Background: an optimization exercise with open tools, aiming at small area. Do not read the settings as production practice. In this exercise RTL edits were held to simulation tests only and were not proved equivalent to the original. The flow treats the clock pin as an ideal source, which a real chip does not have. No activity file was given, so power comes from the tool's default toggle rates.

### design/flow/design.v
`timescale 1ns / 1ps
module firp(
  input clock,
  input reset,
  output done,
  input start,
  input wire [15:0] input_sample,
  output [15:0] output_sample2);
reg  [3:0]  ph;
reg         pend;      
reg         act;       
reg         fresh;     
reg  [15:0] C;         
reg  [15:0] W [0:17];  
reg  [8:0]  cyn;       
reg  [16:0] acc;       
wire ph0   = (ph == 4'd0);
wire last  = act & ph0;                   
wire win   = (act & ~ph0) | (pend & ph0);
wire ready = ~pend & (~act | ph0);
wire take  = start & ready;
wire is15  = (ph == 4'd15);
wire [17:0] t;
wire        c0 = win & C[ph];
genvar k;
generate
  for (k = 0; k < 18; k = k + 1) begin : g_tap
    assign t[k] = W[k][0] & win;
  end
endgenerate
wire [17:0] tn  = ~t;
wire        c0n = ~c0;
wire [8:0] pa = {tn[7:0], c0n};
wire [8:0] pb = {tn[9], tn[10], tn[11], tn[12], tn[13], tn[14], tn[15], tn[16], tn[17]};
wire [8:0] psn, pcn;
genvar p;
generate
  for (p = 0; p < 9; p = p + 1) begin : g_pre
    fa3 u_pre (.a(pa[p]), .b(pb[p]), .c(cyn[p]), .s(psn[p]), .co(pcn[p]));
  end
endgenerate
wire [8:0] ps   = ~psn;
wire       midn = tn[8];
wire       mid  = ~midn;
wire s4, c4;
fa3 u_4 (.a(acc[0]), .b(ps[2]), .c(ps[4]), .s(s4), .co(c4));
wire c7 = ps[5] & s4;
wire s16, c16;
fa3 u_16 (.a(acc[1]), .b(ps[0]), .c(psn[1]), .s(s16), .co(c16));
wire s19, c19;
fa3 u_19 (.a(ps[2]), .b(ps[5]), .c(ps[6]), .s(s19), .co(c19));
wire s22, c22;
fa3 u_22 (.a(psn[8]), .b(c4), .c(s16), .s(s22), .co(c22));
wire s25, c25;
fa3 u_25 (.a(s19), .b(c7), .c(s22), .s(s25), .co(c25));
wire s33, c33;
fa3 u_33 (.a(acc[2]), .b(ps[4]), .c(psn[7]), .s(s33), .co(c33));
wire s36, c36;
fa3 u_36 (.a(psn[8]), .b(mid), .c(c16), .s(s36), .co(c36));
wire s39, c39;
fa3 u_39 (.a(c19), .b(s33), .c(c22), .s(s39), .co(c39));
wire s42, c42;
fa3 u_42 (.a(s36), .b(c25), .c(s39), .s(s42), .co(c42));
wire s49, c49;
fa3 u_49 (.a(acc[3]), .b(psn[0]), .c(psn[3]), .s(s49), .co(c49));
wire s52, c52;
fa3 u_52 (.a(mid), .b(c33), .c(s49), .s(s52), .co(c52));
wire s55, c55;
fa3 u_55 (.a(c36), .b(s52), .c(c39), .s(s55), .co(c55));
wire s58, c58;
ha2 u_58 (.a(c42), .b(s55), .s(s58), .co(c58));
wire s64, c64;
fa3 u_64 (.a(acc[4]), .b(ps[1]), .c(ps[7]), .s(s64), .co(c64));
wire s67, c67;
fa3 u_67 (.a(psn[8]), .b(c49), .c(s64), .s(s67), .co(c67));
wire s70, c70;
fa3 u_70 (.a(c52), .b(s67), .c(c55), .s(s70), .co(c70));
wire s73, c73;
ha2 u_73 (.a(c58), .b(s70), .s(s73), .co(c73));
wire s78, c78;
fa3 u_78 (.a(acc[5]), .b(ps[0]), .c(psn[6]), .s(s78), .co(c78));
wire s81, c81;
fa3 u_81 (.a(c64), .b(s78), .c(c67), .s(s81), .co(c81));
wire s84, c84;
fa3 u_84 (.a(s81), .b(c70), .c(c73), .s(s84), .co(c84));
wire s93, c93;
fa3 u_93 (.a(acc[6]), .b(psn[2]), .c(ps[5]), .s(s93), .co(c93));
wire s96, c96;
fa3 u_96 (.a(psn[6]), .b(ps[7]), .c(midn), .s(s96), .co(c96));
wire s99, c99;
fa3 u_99 (.a(c78), .b(s93), .c(s96), .s(s99), .co(c99));
wire s102, c102;
fa3 u_102 (.a(s99), .b(c81), .c(c84), .s(s102), .co(c102));
wire s107, c107;
fa3 u_107 (.a(acc[7]), .b(psn[3]), .c(c93), .s(s107), .co(c107));
wire s110, c110;
fa3 u_110 (.a(c96), .b(c99), .c(s107), .s(s110), .co(c110));
wire s113, c113;
ha2 u_113 (.a(s110), .b(c102), .s(s113), .co(c113));
wire s120, c120;
fa3 u_120 (.a(acc[8]), .b(ps[1]), .c(psn[4]), .s(s120), .co(c120));
wire s123, c123;
fa3 u_123 (.a(ps[8]), .b(mid), .c(s120), .s(s123), .co(c123));
wire s126, c126;
fa3 u_126 (.a(c107), .b(s123), .c(c110), .s(s126), .co(c126));
wire s129, c129;
ha2 u_129 (.a(s126), .b(c113), .s(s129), .co(c129));
wire s134, c134;
fa3 u_134 (.a(acc[9]), .b(ps[3]), .c(psn[7]), .s(s134), .co(c134));
wire s137, c137;
fa3 u_137 (.a(c120), .b(s134), .c(c123), .s(s137), .co(c137));
wire s140, c140;
fa3 u_140 (.a(s137), .b(c126), .c(c129), .s(s140), .co(c140));
wire s147, c147;
fa3 u_147 (.a(acc[10]), .b(ps[2]), .c(psn[4]), .s(s147), .co(c147));
wire s150, c150;
fa3 u_150 (.a(mid), .b(c134), .c(s147), .s(s150), .co(c150));
wire s153, c153;
fa3 u_153 (.a(s150), .b(c137), .c(c140), .s(s153), .co(c153));
wire s161, c161;
fa3 u_161 (.a(acc[11]), .b(ps[3]), .c(psn[4]), .s(s161), .co(c161));
wire s164, c164;
fa3 u_164 (.a(ps[8]), .b(mid), .c(c147), .s(s164), .co(c164));
wire s167, c167;
fa3 u_167 (.a(s161), .b(c150), .c(s164), .s(s167), .co(c167));
wire s170, c170;
ha2 u_170 (.a(s167), .b(c153), .s(s170), .co(c170));
wire s174, c174;
fa3 u_174 (.a(acc[12]), .b(ps[6]), .c(c161), .s(s174), .co(c174));
wire s177, c177;
fa3 u_177 (.a(c164), .b(s174), .c(c167), .s(s177), .co(c177));
wire s180, c180;
ha2 u_180 (.a(s177), .b(c170), .s(s180), .co(c180));
wire s186, c186;
fa3 u_186 (.a(acc[13]), .b(ps[4]), .c(ps[5]), .s(s186), .co(c186));
wire s189, c189;
fa3 u_189 (.a(psn[6]), .b(s186), .c(c174), .s(s189), .co(c189));
wire s192, c192;
fa3 u_192 (.a(s189), .b(c177), .c(c180), .s(s192), .co(c192));
wire s200, c200;
fa3 u_200 (.a(acc[14]), .b(psn[6]), .c(ps[7]), .s(s200), .co(c200));
wire s203, c203;
fa3 u_203 (.a(ps[8]), .b(mid), .c(c186), .s(s203), .co(c203));
wire s206, c206;
fa3 u_206 (.a(s200), .b(s203), .c(c189), .s(s206), .co(c206));
wire s209, c209;
ha2 u_209 (.a(s206), .b(c192), .s(s209), .co(c209));
wire s213, c213;
fa3 u_213 (.a(acc[15]), .b(ps[6]), .c(c200), .s(s213), .co(c213));
wire s216, c216;
fa3 u_216 (.a(c203), .b(s213), .c(c206), .s(s216), .co(c216));
wire s219, c219;
ha2 u_219 (.a(s216), .b(c209), .s(s219), .co(c219));
wire s222, c222;
fa3 u_222 (.a(acc[16]), .b(c213), .c(c216), .s(s222), .co(c222));
wire s225, c225;
ha2 u_225 (.a(s222), .b(c219), .s(s225), .co(c225));
wire s227 = c222 ^ c225;
wire [17:0] s = {s227, s225, s219, s209, s192, s180, s170, s153, s140, s129, s113, s102, s84, s73, s58, s42, s25, 1'b0};
assign output_sample2 = s[16:1];
assign done = last;
integer i;
always @(posedge clock) begin
  for (i = 0; i < 18; i = i + 1)
    W[i] <= {fresh ? is15 : win ? (i == 0 ? c0 : t[i-1]) : W[i][0], W[i][15:1]};
  cyn <= pcn;
  acc <= win ? s[17:1] : 17'd28812;
  if (take) C <= {~input_sample[15], input_sample[14:0]};
end
always @(posedge clock or posedge reset) begin
  if (reset) begin
    ph    <= 4'd0;
    pend  <= 1'b0;
    act   <= 1'b0;
    fresh <= 1'b1;
  end else begin
    ph    <= ph + 4'd1;
    pend  <= take | (pend & ~ph0);
    act   <= win;
    if (is15) fresh <= 1'b0;
  end
end
endmodule
`timescale 1ns / 1ps
module fa3(input a, input b, input c, output s, output co);
    assign s  = a ^ b ^ c;
    assign co = (a & b) | (a & c) | (b & c);
endmodule
module ha2(input a, input b, output s, output co);
    assign s  = a ^ b;
    assign co = a & b;
endmodule
### design/flow/flow/run.sh
#!/bin/bash
# The standard layout (bash standard.sh) with three changes:
#  - ports get the smallest buffer (buf_1) instead of the delay buffer that
#    buffer_ports picks by default; every port is still buffered;
#  - clock tree: sink clusters of at most 32 flip-flops, clkbuf_8 buffers
#    above them, and no dummy loads;
#  - after CTS, flow/swap_clock.tcl turns the root buffer and the sink-cluster
#    buffers into inverters (two inversions on every clock path), then the
#    standard flow continues from the changed 4_cts.odb.
# make's full output goes to flow_make_cts.log and flow_make.log, the
# swap's to swap_clock.log, here; each ORFS step also keeps its
# own log under orfs/logs/.
set -euo pipefail
export BUFFER_PORTS_ARGS="-buffer_cell sky130_fd_sc_hd__buf_1"
export CTS_ARGS='-sink_clustering_enable -repair_clock_nets -sink_clustering_size 32 -sink_clustering_max_diameter 100 -buf_list {sky130_fd_sc_hd__clkbuf_16} -sink_clustering_buffer sky130_fd_sc_hd__clkbuf_16 -root_buf sky130_fd_sc_hd__clkbuf_8 -tree_buf sky130_fd_sc_hd__clkbuf_8 -dont_use_dummy_load'
bash standard.sh cts > flow_make_cts.log 2>&1
res=orfs/results/sky130hd/firp/base
ODB=$res/4_cts.odb SDC=$res/4_cts.sdc OUT_ODB=$res/4_cts.odb \
  openroad -no_splash -exit flow/swap_clock.tcl > swap_clock.log 2>&1
bash standard.sh > flow_make.log 2>&1
### design/flow/flow/swap_clock.tcl
# After CTS: the root buffer (clkbuf_8) becomes an inverter (clkinv_2) and each
# leaf buffer (clkbuf_16) becomes an inverter (inv_12), which drives as well at
# two thirds of the area. Every path from the clock port to a flip-flop passes
# the root, the middle buffers and one leaf: two inversions, so every flip-flop
# still sees the clock's rising edge. The middle buffers are clkbuf_8 (chosen
# in CTS) so that the leaf inverters get sharp input edges.
# usage: ODB=... SDC=... OUT_ODB=... openroad -exit swap_clock.tcl (FLOW_HOME set)
read_db $::env(ODB)
read_liberty $::env(FLOW_HOME)/platforms/sky130hd/lib/sky130_fd_sc_hd__tt_025C_1v80.lib
read_sdc $::env(SDC)
source $::env(FLOW_HOME)/platforms/sky130hd/setRC.tcl
set db [ord::get_db]
set block [ord::get_db_block]

proc replace_inst {inst mname inpin outpin} {
  global db block
  set master [$db findMaster $mname]
  set name [$inst getName]
  set loc [$inst getLocation]
  set orient [$inst getOrient]
  set oldm [$inst getMaster]
  set innet [[$inst findITerm A] getNet]
  set outnet [[$inst findITerm X] getNet]
  odb::dbInst_destroy $inst
  set ni [odb::dbInst_create $block $master $name]
  $ni setOrient $orient
  $ni setLocation [lindex $loc 0] [lindex $loc 1]
  $ni setPlacementStatus PLACED
  $ni setSourceType TIMING
  [$ni findITerm A] connect $innet
  [$ni findITerm $outpin] connect $outnet
  puts "replaced $name [$oldm getName] -> $mname"
}

# classify the clock buffers by what they drive
set root {}; set mids {}; set leaves {}
foreach inst [$block getInsts] {
  set m [[$inst getMaster] getName]
  if {![string match "sky130_fd_sc_hd__clkbuf_*" $m]} continue
  set out [[$inst findITerm X] getNet]
  set drives_ff 0; set drives_buf 0
  foreach it [$out getITerms] {
    if {[$it isOutputSignal]} continue
    set lm [[[$it getInst] getMaster] getName]
    if {[string match "*clkbuf*" $lm]} { set drives_buf 1 } else { set drives_ff 1 }
  }
  set in [[$inst findITerm A] getNet]
  set from_port [expr {[llength [$in getBTerms]] > 0}]
  if {$from_port} { lappend root $inst } elseif {$drives_ff} { lappend leaves $inst } else { lappend mids $inst }
}
puts "root [llength $root] mids [llength $mids] leaves [llength $leaves]"
if {[llength $root] != 1} { error "expected one root buffer" }
# every path: root -> (mids)* -> leaf; the inversions must be even on every path
foreach i $root { replace_inst $i sky130_fd_sc_hd__clkinv_2 A Y }
foreach i $leaves { replace_inst $i sky130_fd_sc_hd__inv_12 A Y }

add_global_connection -net {VDD} -inst_pattern {.*} -pin_pattern {VPWR} -power
add_global_connection -net {VDD} -inst_pattern {.*} -pin_pattern {VPB}
add_global_connection -net {VSS} -inst_pattern {.*} -pin_pattern {VGND} -ground
add_global_connection -net {VSS} -inst_pattern {.*} -pin_pattern {VNB}
global_connect
detailed_placement
check_placement -verbose
set_propagated_clock [all_clocks]
estimate_parasitics -placement
report_clock_skew
foreach inst [get_cells *] {
  set m [get_property $inst ref_name]
  if {[string match "*dfxtp*" $m] || [string match "*dfrtp*" $m] || [string match "*edfxtp*" $m] || [string match "*dfstp*" $m]} {
    set p [get_pins [get_full_name $inst]/CLK]
    lappend sl [get_property $p slew_max_rise] [get_property $p slew_max_fall]
  }
}
puts "max clk pin slew [tcl::mathfunc::max {*}$sl]"
report_worst_slack -min
report_worst_slack -max
if {[info exists ::env(OUT_ODB)]} { write_db $::env(OUT_ODB) }
### design/flow/standard.sh
#!/bin/bash
# synth_recipe.tcl (not shown) runs the flow's synth.tcl, then flattens the netlist and writes it again
# the make line also repeats each setting of config.mk as NAME=value (left out here)
make -C /OpenROAD-flow-scripts/flow DESIGN_CONFIG=/design/flow/config.mk WORK_HOME=/design/flow/orfs CLKGATE_MAP_FILE= SYNTH_SCRIPT=/design/flow/synth_recipe.tcl "${@:-finish}"
### design/flow/config.mk
export PLATFORM = sky130hd
export DESIGN_NAME = firp
export DESIGN_NICKNAME = firp
export VERILOG_FILES = /design/flow/design.v
export SDC_FILE = /design/flow/constraint.sdc
export NUM_CORES = 4
export LEC_CHECK = 0
export CAP_MARGIN = 0
export CORE_MARGIN = 2
export CORE_UTILIZATION = 75
export SLEW_MARGIN = 0
export SYNTH_HIERARCHICAL = 1
export SYNTH_MINIMUM_KEEP_SIZE = 0
### design/flow/constraint.sdc
create_clock -name core_clock -period 20.0 [get_ports {clock}]
set_input_delay 4.0000 -clock core_clock [delete_from_list [all_inputs] [get_ports {clock}]]
set_output_delay 4.0000 -clock core_clock [all_outputs]
set_load 0.01 [all_outputs]
==> run summary, run 1 <==
- The worst register-to-register path ends at acc[15]$_SDFF_PN0_.
- Total global routing track utilization: 27.0%
* Syn Nets: 627
- Post-route worst setup slack: 6.90 ns
- Layer with the highest usage after global routing: met2
- CTS H-tree lvls: 1
* Number of antenna violations at the first check in global routing: 3
- Detailed placement ended at an HPWL of between 10 and 15 mm.
- TritonCTS buffer count: 14
- Minimum clock period after layout: 13.10 ns
* Met2 demand-to-capacity share in global routing: about 47%
- Of the total power, the clock network draws approximately 16%.
- During I/O placement, the number of pins put on the boundary was 36.
* Delay of the slowest cell on the worst path: between 0.7 and 0.8 ns
- The share of synthesized area in the top cell type comes to a little over two thirds.
* Final number of max-transition violations: 0
- Flops & latches, synth: 337
- The cell area that synthesis handed to floorplanning was 9060 µm².
* Count of filler cells inserted in the layout: 587
- Routed len/inst: 22.8 µm
* Setup fix buffers added after clock tree synthesis: 0
- Number of setup violations in the final report: 0
- Violation count after the first detailed-routing iteration: 296
* Power density of the placed cells: roughly 170 nW/µm²
* Top cells by area, synth: sky130_fd_sc_hd__dfxtp_1, sky130_fd_sc_hd__fa_1, sky130_fd_sc_hd__edfxtp_1
- Outcome: timing/DRC/antenna clean
* CP max-delay cell: sky130_fd_sc_hd__fa_1
- In this run the clock root is driven by a sky130_fd_sc_hd__clkbuf_8.
* RSZ-0062 raised after global routing: false
- The synthesized design spends more area on one cell type than any other, namely sky130_fd_sc_hd__dfxtp_1.
* Clock slew at the register clock pins of the worst setup and hold paths: 0.13 ns
- Once detail routing completed, the nets flagged for antenna violations numbered 0.
- Worst Max-Slew Pin Slew: roughly 0.49 ns
- Measured against its own limit, the worst slew margin works out to 67.4%.
* VDD IR max: between 0.09 and 0.1 mV
- Max-cap violations in this run came to 0.
- Hold Violations, Final: 0
- Proportion of synthesized chip area in sequential cells: 76.6%
* Final Cycle Share: between 60% and 70%
- Number of global-route vias before repair: roughly 4200
* Number of cells traversed by the worst register-to-register path: 28
- Entering global routing, the biggest net connects 37 pins.
- In this run the critical register-to-register path is launched from ph[1]$_DFF_PP0_.
- Library cells used by synthesis: 31
- Final setup skew: 0.110 ns
- Number of stages on the worst setup path: 28
* YS warnings: 8
- DP Worst Slack: between 7 and 8 ns
* Sequential cell fraction of total power: roughly 48%
- A synthesized cell averages 16.7 µm².
- The die covers 13000 µm².
- The most critical setup path has its startpoint at ph[1]$_DFF_PP0_.
* Number of buffers inserted for hold repair after clock tree synthesis: 0
* Internal power contribution: 1.04 mW
* Router iterations before antenna repair: 5
- The total overflow left after global routing is 0.
- Switching power of the nets: 0.578 mW
- The worst hold path was traced through 0 stages.
- Layout cells sized above 1: 4.42%
- Total Neg Setup Slack: 0 ns
- Area growth syn-to-layout: 4.02%
- Kind of cell adding the most delay to the critical path: adder cells
- Core area: 11900 µm²
- The count of buffers added on input and output ports is 35.
* Buffer and inverter count on the worst path: 5
* Type of the tightest min-delay check: register to register
- The number of gates resized after CTS was 0.
- The longest clock path from root to sink contains 3 buffers.
- Width of the die: 114 µm
* Flop-to-flop setup slack: 11.25 ns
- At the end of the flow, the number of nets in the layout was 654.
- Switching share of total power: 35.8%
- Summed over all cells, the static leakage comes to ~3.7 nW.
- After floorplanning, the core was divided into 40 placement rows.
- Data arrives at the worst endpoint at 9.10 ns.
* Worst hold path startpoint: W[10][13]$_DFF_P_
- Hold EP: W[10][12]$_DFF_P_
- Routed Wire Length: 16.2 mm
- Initial core utilization: 76.1%
* Sort of element at the start of the critical path: register
* Kind of capture point of the worst setup path: primary output
* Critical-path maximum fanout: 36
- Latest clock arrival within the worst-skew pair: 0.54 ns
- Fraction of met3 tracks used by global routing: 4.84%
- Synthesis produced 541 cells.
- For this run, global-route usage on met1 was measured as between 30% and 40%.
* First-pass GRT wire length: around 25 mm
- Via density: 5.48
* CTS sink cnt: 337
- Die H: 114 µm
- The worst setup path is of the register to primary output kind.
- The tightest hold path in the finished design has a slack of around 0.26 ns.
- For this run, design rule violations remaining after detail routing come to 0.
- Fmax achieved: around 76 MHz
- The cell that appears most often on the critical path is sky130_fd_sc_hd__fa_1.
- Across all layers, the routed design uses slightly below 4000 vias.
- Critical path data required time: about 16 ns
* Routability congestion estimate: 0.822
- Of the total power, combinational logic draws a little over a third.
- TritonCTS clock tree: done
==> registers in the layout, summed over array words and instances (netlist names) <==
signal	count
C	16
W	288
pend	1
cyn	9
acc	17
ph	4
fresh	1
act	1
==> logic make-up after synthesis <==
group	count (synthesis)	synth area share (%)
muxes	8	1.44
AOI/OAI and AO/OA	39	2.22
and+or+nand+nor	43	2.60
buffers and inverters	44	2.93
xor gates and xnor gates	3	0.290
DFF	337	76.6
adders and majority gates	67	13.9
==> metrics by stage <==
| step | cells | area (µm²) | util, % | power [mW] |
|---|---|---|---|---|
| after floorplan | 541 | 9060 | - | 1.33 |
| after global placement | 699 | 9210 | 77.3 | 1.36 |
| after detailed placement | 699 | 9210 | 77.3 | 1.37 |
| after CTS | 713 | 9530 | 80.0 | 1.67 |
| after global routing | 713 | 9420 | 79.1 | 1.73 |
| final | 714 | 9420 | 79.1 | 1.61 |
==> worst max-delay path by stage <==
| stage | slack, ns | to |
|---|---|---|
| 2_1_floorplan | 8.30 | output_sample2[15] |
| 3_3_place_gp | 7.76 | output_sample2[15] |
| 3_5_place_dp | 7.52 | output_sample2[15] |
| 4_1_cts | 6.85 | output_sample2[15] |
| 5_1_grt | 6.60 | output_sample2[15] |
| 6_report | 6.90 | output_sample2[15] |
==> layer usage <==
layer	up-vias	part of all wire, %
met1	1966	40
met3	44	4.7
met4	4	3.1
met2	164	51
met5	-	0.17
li1	1734	-
==> cell usage after synthesis, drive strengths merged <==
master	n
a21o	1
a21oi	36
a31oi	1
and2	11
buf	24
bufinv	1
clkbuf	3
dfrtp	6
dfstp	1
dfxtp	314
edfxtp	16
fa	56
ha	11
inv	16
mux2i	4
mux4	4
nand2	19
nand2b	7
nand3	1
nor2	1
nor2b	1
nor3b	1
o211ai	1
or4	1
or4b	1
xnor2	2
xor2	1
==> modules after synthesis (local to each module, per instance) <==
module  cell area (µm²)  copies in the design  flops+latches
ha2                12.5                     9              0
fa3                20.0                    56              0
firp               7830                     1            337
==> power by group through the flow <==
| stage | Combinational [mW] | Sequential [mW] | Clock [mW] |
|---|---|---|---|
| after floorplan | 0.552 | 0.773 | 0 |
| after global placement | 0.583 | 0.779 | 0 |
| after detailed placement | 0.586 | 0.783 | 0 |
| after CTS | 0.594 | 0.773 | 0.301 |
| after global routing | 0.669 | 0.777 | 0.281 |
| final | 0.585 | 0.772 | 0.257 |
==> layout make-up <==
type	instances	area, µm²	share of cell area (%)
antenna	1	2.50	0.0266
clock buffer	2	27.5	0.292
clock inverter	12	184	1.95
inverter	17	77.6	0.823
multi-input combinational	160	1850	19.6
sequential	337	6940	73.7
tap	147	184	1.95
timing repair buffer	38	154	1.63
==> cell usage in the layout, fill, tap and decap left out, types with 3 or more instances in the layout <==
master / n
sky130_fd_sc_hd__nand2_1: 19
sky130_fd_sc_hd__inv_1: 15
sky130_fd_sc_hd__mux4_2: 4
sky130_fd_sc_hd__dfxtp_1: 314
sky130_fd_sc_hd__buf_1: 35
sky130_fd_sc_hd__ha_1: 11
sky130_fd_sc_hd__mux2i_1: 4
sky130_fd_sc_hd__and2_1: 11
sky130_fd_sc_hd__inv_12: 11
sky130_fd_sc_hd__dfrtp_1: 6
sky130_fd_sc_hd__a21oi_1: 36
sky130_fd_sc_hd__fa_1: 56
sky130_fd_sc_hd__nand2b_1: 7
sky130_fd_sc_hd__buf_4: 3
sky130_fd_sc_hd__edfxtp_1: 16
==> run 2, diff against run 1 <==
==> design/flow/flow/run.sh (replaced) <==
#!/bin/bash
# The standard layout (bash standard.sh) with three changes:
#  - ports get the smallest buffer (buf_1) instead of the delay buffer that
#    buffer_ports picks by default; every port is still buffered;
#  - clock tree: sink clusters of at most 32 flip-flops, clkbuf_16 buffers
#    above them, and no dummy loads;
#  - after CTS, flow/swap_clock.tcl turns the root buffer and the sink-cluster
#    buffers into inverters (two inversions on every clock path), then the
#    standard flow continues from the changed 4_cts.odb.
# make's full output goes to flow_make_cts.log and flow_make.log, the
# swap's to swap_clock.log, here; each ORFS step also keeps its
# own log under orfs/logs/.
set -euo pipefail
export BUFFER_PORTS_ARGS="-buffer_cell sky130_fd_sc_hd__buf_1"
export CTS_ARGS='-sink_clustering_enable -repair_clock_nets -sink_clustering_size 32 -sink_clustering_max_diameter 100 -buf_list {sky130_fd_sc_hd__clkbuf_16} -sink_clustering_buffer sky130_fd_sc_hd__clkbuf_16 -root_buf sky130_fd_sc_hd__clkbuf_16 -tree_buf sky130_fd_sc_hd__clkbuf_16 -dont_use_dummy_load'
bash standard.sh cts > flow_make_cts.log 2>&1
res=orfs/results/sky130hd/firp/base
ODB=$res/4_cts.odb SDC=$res/4_cts.sdc OUT_ODB=$res/4_cts.odb \
  openroad -no_splash -exit flow/swap_clock.tcl > swap_clock.log 2>&1
bash standard.sh > flow_make.log 2>&1
--- a/design/flow/flow/swap_clock.tcl
+++ b/design/flow/flow/swap_clock.tcl
@@ -1,8 +1,8 @@
-# After CTS: the root buffer (clkbuf_8) becomes an inverter (clkinv_2) and each
+# After CTS: the root buffer (clkbuf_16) becomes an inverter (clkinv_2) and each
 # leaf buffer (clkbuf_16) becomes an inverter (inv_12), which drives as well at
 # two thirds of the area. Every path from the clock port to a flip-flop passes
 # the root, the middle buffers and one leaf: two inversions, so every flip-flop
-# still sees the clock's rising edge. The middle buffers are clkbuf_8 (chosen
+# still sees the clock's rising edge. The middle buffers are clkbuf_16 (chosen
 # in CTS) so that the leaf inverters get sharp input edges.
 # usage: ODB=... SDC=... OUT_ODB=... openroad -exit swap_clock.tcl (FLOW_HOME set)
 read_db $::env(ODB)
--- a/design/flow/config.mk
+++ b/design/flow/config.mk
@@ -7,7 +7,7 @@
 export LEC_CHECK = 0
 export CAP_MARGIN = 0
 export CORE_MARGIN = 2
-export CORE_UTILIZATION = 75
+export CORE_UTILIZATION = 80
 export SLEW_MARGIN = 0
 export SYNTH_HIERARCHICAL = 1
 export SYNTH_MINIMUM_KEEP_SIZE = 0
==> run summary, run 2 <==
- The tool reported: "[ERROR DPL-0033] detailed placement checks failed during check placement".
- Most common flop cell mapped by yosys: sky130_fd_sc_hd__dfxtp_1
- Syn Nets: 627 (unchanged)
- Fraction of post-synthesis cell area in the top cell type by area: 69.4% (unchanged)
- The buffers inserted during post-CTS setup optimization was 0 (unchanged).
- Most numerous cell types in the synthesized netlist: sky130_fd_sc_hd__dfxtp_1, sky130_fd_sc_hd__fa_1, sky130_fd_sc_hd__a21oi_1
- The synthesis-stage register bit count was 337 (unchanged).
- IO Pins: 36 (unchanged)
* Die H: 110 µm (-3.1%)
- EDFF count, synth: 16 (unchanged)
* Cts repair resizes: 0 (unchanged)
- Initial core utilization: 82.8% (+6.8 points)
- Library cells used by synthesis: 31 (unchanged)
- The total CTS buffers was 14 (unchanged).
* Proportion of synthesized chip area in sequential cells: 76.6% (unchanged)
* CTS sink cnt: 337 (unchanged)
* Width of the die: 110 µm (-3.1%)
- In this run the clock root is driven by a sky130_fd_sc_hd__clkbuf_16.
- The biggest area contributor in the post-synthesis netlist is sky130_fd_sc_hd__dfxtp_1.
- By instance count, the leading cell after synthesis is sky130_fd_sc_hd__dfxtp_1.
- The total of warnings raised by yosys was 8 (unchanged).
- The maximum count of clock buffers along a single path came to 3 (unchanged).
- Post-Synthesis Cell Area: 9060 µm² (unchanged)
- The number of standard cells after synthesis came to 541 (unchanged).
- The number of buffers inserted for hold repair after clock tree synthesis is 0 (unchanged).
* Last stage: clock tree synthesis (4_1_cts)
* CTS H-tree lvls: 1 (unchanged)
* Ys async rst share: 2.08% (unchanged)
- Final HPWL DP: 10.9 mm (+7.8%)
- I/O Buffers: 35 (unchanged)
- The final RePlAce weighted congestion came to 0.898 (+9.3%).
* Outcome: did not finish
- Mean area per synthesized cell: 16.7 µm² (unchanged)
- The row count came to 38 (-5.0%).
- After synthesis, the cell types taking the most area are sky130_fd_sc_hd__dfxtp_1, sky130_fd_sc_hd__fa_1, sky130_fd_sc_hd__edfxtp_1.
==> run 2: kinds of logic after synthesis <==
group                    Yosys count  synth area share, %
multiplexers                       8                 1.44
buffers and inverters             44                 2.93
adder cells (fa/ha/maj)           67                 13.9
AND/OR/NAND/NOR                   43                 2.60
XOR/XNOR                           3                0.290
AO/OA/AOI/OAI                     39                 2.22
flip-flops                       337                 76.6
==> run 2: how the worst max path moves through the flow <==
stage	end	slack (ns)	cells after the start
3_5_place_dp	output_sample2[15]	7.44	28
3_3_place_gp	output_sample2[15]	7.80	28
2_1_floorplan	output_sample2[15]	8.30	28
==> run 2: power by group through the flow <==
stage | Sequential, mW | Combinational, mW | Clock [mW]
floorplan | 0.773 | 0.552 | 0
global placement | 0.781 | 0.570 | 0
detailed placement | 0.783 | 0.594 | 0
==> run 2: through the flow <==
| stage | hold slack [ns] | setup slack, ns | area (µm²) | instances |
|---|---|---|---|---|
| detailed placement | 0.312 | 7.44 | 9200 | 692 |
| global placement | 0.310 | 7.80 | 9200 | 692 |
| floorplan | 0.310 | 8.30 | 9060 | 541 |
==> run 2: modules after synthesis, one instance, submodules excluded <==
module	cells	flops+latches	copies in the design
ha2	1	0	9
firp	476	337	1
fa3	1	0	56
==> run 3, diff against run 2 <==
--- a/design/flow/config.mk
+++ b/design/flow/config.mk
@@ -7,7 +7,7 @@
 export LEC_CHECK = 0
 export CAP_MARGIN = 0
 export CORE_MARGIN = 2
-export CORE_UTILIZATION = 80
+export CORE_UTILIZATION = 75
 export SLEW_MARGIN = 0
 export SYNTH_HIERARCHICAL = 1
 export SYNTH_MINIMUM_KEEP_SIZE = 0
==> run summary, run 3 <==
* CTS H-tree lvls: 1 (unchanged)
* IO Pins: 36 (unchanged)
- For this run, the leading register cell type out of synthesis is sky130_fd_sc_hd__dfxtp_1.
* Width of the die: 114 µm (+3.2%)
- The final route contains 3885 vias.
- The post-route netlist has 4.42% of its cells at a drive strength greater than 1.
- Fmax achieved: 76.3 MHz
- GR Overflow Total: 0
- The first global-routing pass estimated around 25 mm of wire.
- Along the worst path, the maximum fanout reaches 36.
- Buffer and inverter count on the worst path: 5
- Switching power of the nets: 0.587 mW
- The analysis attributes to cell leakage a power of 3.76 nW.
- The proportion of register bits with asynchronous set or reset after synthesis came to 2.08% (unchanged).
- Max Cap Violations: 0
- Finished Cell Area: 9440 µm²
* VDD IR max: 0.0960 mV
- Cts repair resizes: 0 (unchanged)
* EDFF count, synth: 16 (unchanged)
- Number of antenna cells inserted: 0
* Flops & latches, synth: 337 (unchanged)
- The worst setup path is launched from a register.
- Worst hold path startpoint: W[0][1]$_DFF_P_
* Outcome: timing/DRC/antenna clean
- Hold Violations, Final: 0
- Fraction of post-synthesis cell area in the top cell type by area: 69.4% (unchanged)
- The layout has 585 filler cells.
- Synthesized instance count: 541 (unchanged)
- STA classifies the critical path endpoint as a primary output.
- Core area: around 12000 µm²
- Die H: 114 µm (+3.2%)
* Largest net degree at the start of global routing: 37
- Of the available clock period, the critical path in the final layout requires 65.5%.
* Kind of cell adding the most delay to the critical path: adder cells
- The placement-stage cell area came to 9210 µm² (about the same).
- At the worst endpoint, the required time is between 15 and 20 ns.
- Mean area per synthesized cell: 16.7 µm² (unchanged)
* Most numerous cell types in the synthesized netlist: sky130_fd_sc_hd__dfxtp_1, sky130_fd_sc_hd__fa_1, sky130_fd_sc_hd__a21oi_1
* Leading cell type in the layout, fill and taps excluded: sky130_fd_sc_hd__dfxtp_1
- Setup repair after global routing left no endpoint under its margin.
- At the later pin of the worst-skew pair, clock insertion delay measures 0.50 ns.
* Syn Nets: 627 (unchanged)
- The buffers inserted during post-CTS setup optimization was 0 (unchanged).
- The number of antenna violations at the first check in global routing was 2.
* Library cells used by synthesis: 31 (unchanged)
* Startpoint-to-endpoint class of the critical path: register to primary output
* Routed len/inst: 22.6 µm
- Total global routing track utilization: 26.6%
* Top library cells by usage in the layout, fill and taps aside: sky130_fd_sc_hd__dfxtp_1, sky130_fd_sc_hd__fa_1, sky130_fd_sc_hd__a21oi_1
* Final HPWL DP: 10.1 mm (-7.2%)
- sky130_fd_sc_hd__dfxtp_1 takes more of the synthesized area than any other cell.
- TritonCTS built the clock tree.
* Area growth syn-to-layout: 4.24%
- Final setup skew: roughly 0.071 ns
- Power density of the placed cells: 173 nW/µm²
- Area enclosed by the die boundary: 13000 µm²
- Drt drc: 0
- The clock sink total was 337 (unchanged).
- The number of buffers inserted for hold repair after clock tree synthesis was 0 (unchanged).
- Number of buffers on the longest clock path: 3 (unchanged)
* Initial core utilization: 76.1% (-6.8 points)
- TritonCTS buffer count: 14 (unchanged)
- Worst reg2reg startpoint: ph[0]$_DFF_PP0_
- The final RePlAce weighted congestion came to 0.822 (-8.5%).
- Most frequent CP cell: sky130_fd_sc_hd__fa_1
- The register with the most flip-flops in the layout has 288 of them.
* Registers with the highest flip-flop counts: W: 288 flops, acc: 17 flops, C: 16 flops
* Proportion of synthesized chip area in sequential cells: 76.6% (unchanged)
- Sequential cells account for a little under half of the total power.
- Cell internal power was estimated by the tool at approximately 1.0 mW.
- Post-Synthesis Cell Area: 9060 µm² (unchanged)
- After the first detailed-routing iteration, the DRC count stood at 247.
- The row count came to 40 (+5.3%).
- Setup violations remaining at the end of the flow were counted as 0.
* Worst Max-Slew Pin Slew: 0.448 ns
* Via density: ~5.4
- After the last flow step, the layout net total stands at between 600 and 700.
* Part of the power in the clock network: 16.3%
* Type of the tightest min-delay check: register to register
- Clock-pin slew was measured on the worst setup and hold paths at ~0.11 ns.
* Number of global-route vias before repair: 4312
* Combinational cell fraction of total power: 36.6%
* Final number of max-transition violations: 0
* Total Neg Setup Slack: 0 ns
- The clock period could shrink to 13.10 ns.
* I/O Buffers: 35 (unchanged)
* YS warnings: 8 (unchanged)
- Headroom to the max-slew limit came out at 70.1%.
- By instance count, the leading cell after synthesis is sky130_fd_sc_hd__dfxtp_1.
* Delay of the slowest cell on the worst path: 0.74 ns
* Switching share of total power: 35.9%
* Critical path launch point: ph[0]$_DFF_PP0_
* Routed Antenna Nets: 0
* Clock Tree Root: sky130_fd_sc_hd__clkbuf_16
* Top cells by area, synth: sky130_fd_sc_hd__dfxtp_1, sky130_fd_sc_hd__fa_1, sky130_fd_sc_hd__edfxtp_1
- The slowest stage of the critical path belongs to the cell sky130_fd_sc_hd__fa_1.
- Router iterations before antenna repair: 5
- Routed Wire Length: approximately 16 mm
- Ranked by flip-flop count, first place goes to W.
* Data arrival time of the critical path: 9.10 ns
run 3: layout make-up:
type                    instances  area, µm²  share of cell area [%]
inverters                      17       77.6                   0.821
well taps                     147        184                    1.95
clock buffers                   2       50.0                   0.530
flip-flops and latches        337       6940                    73.5
multi-input cells             160       1850                    19.6
clock inverters                12        184                    1.95
repair buffers                 38        154                    1.63
run 3: worst paths after layout:
| path | slack, ns | cells after the start | endpoint |
|---|---|---|---|
| setup / recovery | 6.90 | 28 | output_sample2[15] |
| hold / removal | 0.29 | 0 | W[0][0]$_DFF_P_ |
| min in group asynchronous | 3.42 | 2 | ph[1]$_DFF_PP0_ |
| setup reg to reg | 11.26 | 29 | acc[16]$_SDFF_PN0_ |
| max in group asynchronous | 16.23 | 2 | fresh$_DFFE_PP1P_ |
| hold reg to reg | 0.29 | 0 | W[0][0]$_DFF_P_ |
run 3: metrics by stage:
step / utilization (%) / setup slack (ns) / cells / total power, mW / hold slack (ns)
6_report: 79.3 / 6.90 / 713 / 1.64 / 0.287
3_3_place_gp: 77.3 / 7.76 / 699 / 1.36 / 0.310
3_5_place_dp: 77.3 / 7.52 / 699 / 1.37 / 0.312
4_1_cts: 80.3 / 6.88 / 713 / 1.69 / 0.297
2_1_floorplan: - / 8.30 / 541 / 1.33 / 0.310
5_1_grt: 79.3 / 6.58 / 713 / 1.74 / 0.287
run 3: per-module statistics from Yosys (local to each module, per instance):
module  flops+latches  times used  area [µm²]  cells
firp              337           1        7830    476
fa3                 0          56        20.0      1
ha2                 0           9        12.5      1
run 3: cells by family (layout without fill, tap and decap cells):
logic type / count (synthesis) / in the layout / synth area share, %
DFF: 337 / 337 / 76.6
adders and majority gates: 67 / 67 / 13.9
buffers and inverters: 44 / 69 / 2.93
and+or+nand+nor: 43 / 43 / 2.60
AOI/OAI and AO/OA: 39 / 39 / 2.22
muxes: 8 / 8 / 1.44
xor gates and xnor gates: 3 / 3 / 0.290
run 3: routing by layer:
metal | vias up | track usage (%) | share of wire [%]
met2 | 140 | 45.3 | 50
met3 | 55 | 4.89 | 4.6
li1 | 1736 | - | -
met5 | - | 0 | 0.13
met4 | 4 | 10.0 | 4.1
met1 | 1950 | 34.7 | 41
run 3: power by group through the flow:
stage	sequential [mW]	clock (mW)	combinational, mW
6_report	0.770	0.267	0.598
3_3_place_gp	0.779	0	0.583
2_1_floorplan	0.773	0	0.552
5_1_grt	0.775	0.289	0.675
4_1_cts	0.771	0.315	0.604
3_5_place_dp	0.783	0	0.586
==> run 4, diff against run 3 <==
--- a/design/flow/flow/swap_clock.tcl
+++ b/design/flow/flow/swap_clock.tcl
@@ -1,10 +1,3 @@
-# After CTS: the root buffer (clkbuf_16) becomes an inverter (clkinv_2) and each
-# leaf buffer (clkbuf_16) becomes an inverter (inv_12), which drives as well at
-# two thirds of the area. Every path from the clock port to a flip-flop passes
-# the root, the middle buffers and one leaf: two inversions, so every flip-flop
-# still sees the clock's rising edge. The middle buffers are clkbuf_16 (chosen
-# in CTS) so that the leaf inverters get sharp input edges.
-# usage: ODB=... SDC=... OUT_ODB=... openroad -exit swap_clock.tcl (FLOW_HOME set)
 read_db $::env(ODB)
 read_liberty $::env(FLOW_HOME)/platforms/sky130hd/lib/sky130_fd_sc_hd__tt_025C_1v80.lib
 read_sdc $::env(SDC)
@@ -53,6 +46,14 @@
 # every path: root -> (mids)* -> leaf; the inversions must be even on every path
 foreach i $root { replace_inst $i sky130_fd_sc_hd__clkinv_2 A Y }
 foreach i $leaves { replace_inst $i sky130_fd_sc_hd__inv_12 A Y }
+foreach i $mids {
+  set n 0
+  foreach it [[[$i findITerm X] getNet] getITerms] { if {![$it isOutputSignal]} { incr n } }
+  if {$n <= 4} {
+    $i swapMaster [$db findMaster sky130_fd_sc_hd__clkbuf_8]
+    puts "resized [$i getName] (drives $n) -> sky130_fd_sc_hd__clkbuf_8"
+  }
+}
 
 add_global_connection -net {VDD} -inst_pattern {.*} -pin_pattern {VPWR} -power
 add_global_connection -net {VDD} -inst_pattern {.*} -pin_pattern {VPB}
==> run summary, run 4 <==
* Top-count cell post-synth: sky130_fd_sc_hd__dfxtp_1
- Core area: 11900 µm² (unchanged)
- Met2 demand-to-capacity share in global routing: 45.8% (+0.44 points)
* Routed Antenna Nets: 0 (unchanged)
- Layer with the highest usage after global routing: met2
* GR Overflow Total: 0 (unchanged)
- Violation count after the first detailed-routing iteration: 279 (+13%)
- Final Cycle Share: 65.8% (+0.27 points)
* Latest clock arrival within the worst-skew pair: 0.48 ns (-0.02 ns)
* YS warnings: 8 (unchanged)
* Proportion of synthesized chip area in sequential cells: 76.6% (unchanged)
- Instance count along the most critical hold path: 0 (unchanged)
- The setup path with the least slack is of type register to primary output.
* Clock Tree Root: sky130_fd_sc_hd__clkbuf_16
* Hold Violations, Final: 0 (unchanged)
* Delay of the slowest cell on the worst path: 0.74 ns (about the same)
- Max Cap Violations: 0 (unchanged)
- The number of standard cells after synthesis is 541 (unchanged).
* Number of antenna violations at the first check in global routing: 0 (-2)
- Final setup skew: 0.0297 ns (-0.0409 ns)
- Syn Nets: 627 (unchanged)
- The routed wirelength normalized by instance count is 22.6 µm (+0.34%).
* Final HPWL DP: 10.1 mm (unchanged)
- Layout cells sized above 1: 4.42% (unchanged)
- Kind of capture point of the worst setup path: primary output
- The global routing usage summed across all routing layers is 26.7% (about the same).
- The final critical-path setup slack came to 6.85 ns (-0.0539 ns).
- TritonCTS clock tree: done
- Kind of cell adding the most delay to the critical path: adder cells
- The count of antenna diodes in the layout is 0 (unchanged).
- Minimum clock period after layout: 13.15 ns (+0.0539 ns)
- The worst hold path terminates at W[0][14]$_DFF_P_.
- Top cells by area, synth: sky130_fd_sc_hd__dfxtp_1, sky130_fd_sc_hd__fa_1, sky130_fd_sc_hd__edfxtp_1
* Mean area per synthesized cell: 16.7 µm² (unchanged)
- The relative slew slack came to 69.8% (-0.29 points).
- Routability congestion estimate: 0.822 (unchanged)
* Routed Wire Length: 16.1 mm (+0.34%)
* Worst reg2reg startpoint: ph[0]$_DFF_PP0_
* CTS H-tree lvls: 1 (unchanged)
- First-pass GRT wire length: 25.1 mm (about the same)
- Counting stages on the worst path, the most repeated cell is sky130_fd_sc_hd__fa_1.
* Synthesized-area fraction occupied by ao, oa, aoi and oai cells: 2.22% (unchanged)
- Final number of max-transition violations: 0 (unchanged)
- The multiplexer area fraction after synthesis was 1.44% (unchanged).
- Largest register FFs: 288 (unchanged)
- The critical path arrival is 9.15 ns (+0.05 ns).
- Type of the tightest min-delay check: register to register
* Area fraction in and, or, nand and nor cells after synthesis: 2.60% (unchanged)
* Adder and majority cell fraction of the synthesized area: 13.9% (unchanged)
* IO Pins: 36 (unchanged)
* Area enclosed by the die boundary: 13000 µm² (unchanged)
- Width of the die: 114 µm (unchanged)
* I/O Buffers: 35 (unchanged)
- Num rows: 40 (unchanged)
- CTS sink cnt: 337 (unchanged)
- Library cells used by synthesis: 31 (unchanged)
* Largest net degree at the start of global routing: 37 (unchanged)
- The transition time of the tightest slew-check pin is 0.452 ns (+0.00438 ns).
- Reg2reg end: acc[16]$_SDFF_PN0_
- The die extent in y is 114 µm (unchanged).
- Setup fix buffers added after clock tree synthesis: 0 (unchanged)
- Via density: 5.46 (+0.15%)
- Critical path data required time: 16.00 ns (about the same)
* Flops & latches, synth: 337 (unchanged)
- Top library cells by usage in the layout, fill and taps aside: sky130_fd_sc_hd__dfxtp_1, sky130_fd_sc_hd__fa_1, sky130_fd_sc_hd__a21oi_1
- Ranked by instance count, the synthesized netlist is headed by sky130_fd_sc_hd__dfxtp_1, sky130_fd_sc_hd__fa_1, sky130_fd_sc_hd__a21oi_1.
* Fraction of met3 tracks used by global routing: 3.93% (-0.96 points)
- Number of buffers inserted for hold repair after clock tree synthesis: 0 (unchanged)
- CP max-delay cell: sky130_fd_sc_hd__fa_1
* Clock slew at the register clock pins of the worst setup and hold paths: 0.12 ns (about the same)
- The total power per unit cell area came to 173 nW/µm² (about the same).
- Worst hold path startpoint: W[0][15]$_DFF_P_
- VDD IR max: 0.0960 mV (about the same)
- Flop-to-flop setup slack: 11.23 ns (-0.03 ns)
* Dominant combinational cell family by area after synthesis: adder cells
* Nets: 654 (unchanged)
- RSZ-0062 raised after global routing: false
* Registers with the highest flip-flop counts: W: 288 flops, acc: 17 flops, C: 16 flops
* Share of the synthesized netlist area taken by xor and xnor gates: 0.290% (unchanged)
- The starting utilization of the core area is 76.1% (unchanged).
- The highest clock frequency the design can meet is 76.0 MHz (-0.41%).
* Number of buffers on the longest clock path: 3 (unchanged)
* Most common flop cell mapped by yosys: sky130_fd_sc_hd__dfxtp_1
- Leaving out fill and tap cells, the most frequent cell in the layout is sky130_fd_sc_hd__dfxtp_1.
- Number of global-route vias before repair: 4304 (-0.19%)
- The netlist area before placement was 9060 µm² (unchanged).
- Area growth syn-to-layout: 4.12%
- The count of buffer and inverter cells on the critical path came to 5 (unchanged).
* Outcome: timing/DRC/antenna clean
- Ys async rst share: 2.08% (unchanged)
- Number of setup violations in the final report: 0 (unchanged)
- The DRC violations left is 0 (unchanged).
- Register bank with the most flops: W
- Count of filler cells inserted in the layout: 587 (+0.34%)
* Critical-path maximum fanout: 36 (unchanged)
- Most area-hungry cell type in the Yosys netlist: sky130_fd_sc_hd__dfxtp_1
- Pleak: 3.75 nW (-0.14%)
- DP Worst Slack: 7.52 ns (unchanged)
- The total CTS buffers came to 14 (unchanged).
* EDFF count, synth: 16 (unchanged)
- Met1 usage in global routing: 35.4% (+0.72 points)
* Number of cells traversed by the worst register-to-register path: 29 (unchanged)
* Fraction of post-synthesis cell area in the top cell type by area: 69.4% (unchanged)
- The overall via count from detail_route was 3891 (+0.15%).
- The number of instances resized during post-cts repair came to 0 (unchanged).
* Total Neg Setup Slack: 0 ns (unchanged)
- The number of iterations in the first detailed-routing pass was 5 (unchanged).
* Sort of element at the start of the critical path: register
[run 4: cell counts after synthesis]
No cell type changed its count.
[run 4: worst max-delay path by stage]
stage / start / end / slack, ns / depth (start not counted)
floorplan: ph[0]$_DFF_PP0_ / output_sample2[15] / 8.30 / 28
global placement: ph[0]$_DFF_PP0_ / output_sample2[15] / 7.76 / 28
detailed placement: ph[0]$_DFF_PP0_ / output_sample2[15] / 7.52 / 28
CTS: ph[0]$_DFF_PP0_ / output_sample2[15] / 6.88 / 28
global route: ph[0]$_DFF_PP0_ / output_sample2[15] / 6.56 / 28
finish: ph[0]$_DFF_PP0_ / output_sample2[15] / 6.85 / 28
[run 4: cell families (layout without fill, tap and decap cells)]
logic type,count (synthesis),after routing
AO/OA/AOI/OAI,39,39
AND/OR/NAND/NOR,43,43
multiplexers,8,8
flip-flops,337,337
buffers and inverters,44,69
XOR/XNOR,3,3
adder cells (fa/ha/maj),67,67
[run 4: stage by stage]
step / std cells / hold WS [ns] / total power [mW] / cell area [µm²] / util [%]
3_3_place_gp: 699 / 0.310 / 1.36 / 9210 / 77.3
4_1_cts: 713 / 0.297 / 1.69 / 9560 / 80.3
6_report: 713 / 0.321 / 1.63 / 9430 / 79.2
2_1_floorplan: 541 / 0.310 / 1.33 / 9060 / -
3_5_place_dp: 699 / 0.312 / 1.37 / 9210 / 77.3
5_1_grt: 713 / 0.323 / 1.73 / 9430 / 79.2
[run 4: layout make-up]
type	instances	area, µm²	area share [%]
Inverter	17	77.6	0.822
Clock inverter	12	184	1.95
Timing Repair Buffer	38	154	1.63
Clock buffer	2	38.8	0.411
Sequential cell	337	6940	73.6
Tap cell	147	184	1.95
Multi-Input combinational cell	160	1850	19.6
[run 4: per-layer routing]
metal,routed length [µm],up-vias,part of all wire (%)
li1,-,1737,-
met1,6740,1973,42
met2,8200,134,51
met3,620,47,3.8
met4,575,0,3.6
met5,0,-,0
[run 4: report_power, final]
part	internal, mW	leakage [nW]	switching, mW
Combinational	0.258	0.870	0.343
Clock	0.0425	0.104	0.219
Sequential	0.743	2.78	0.0272
Total	1.04	3.75	0.589
[run 4: modules after synthesis, one instance, submodules excluded]
| module | area, µm² | flip-flops and latches | copies in the design |
|---|---|---|---|
| firp | 7830 | 337 | 1 |
| fa3 | 20.0 | 0 | 56 |
| ha2 | 12.5 | 0 | 9 |

[what the ideal ports hide]
In the flow no input, the clock included, has a driving cell. The finished layouts below were timed again as built, in two steps.
Step 1, drivers: a clkbuf_16 drives clock and a buf_2 each remaining input, both assumed.
Step 2 times the ports against the registers' clock, not the clock port: input delays grow and output delays shrink by t, the midpoint of the rising clock arrivals with the driver on.
Slacks: no drivers / after step 1 / after step 2; pairs: no drivers / after step 1.
run | t (ns) | slack for setup (ns) | hold slack, ns
run 1 | 0.520 | 6.899 / 6.865 / 7.385 | 0.259 / 0.259 / 0.259
run 3 | 0.504 | 6.900 / 6.862 / 7.365 | 0.287 / 0.287 / 0.287
run 4 | 0.504 | 6.847 / 6.808 / 7.311 | 0.321 / 0.321 / 0.321
After both steps setup and hold are still met in every run listed.
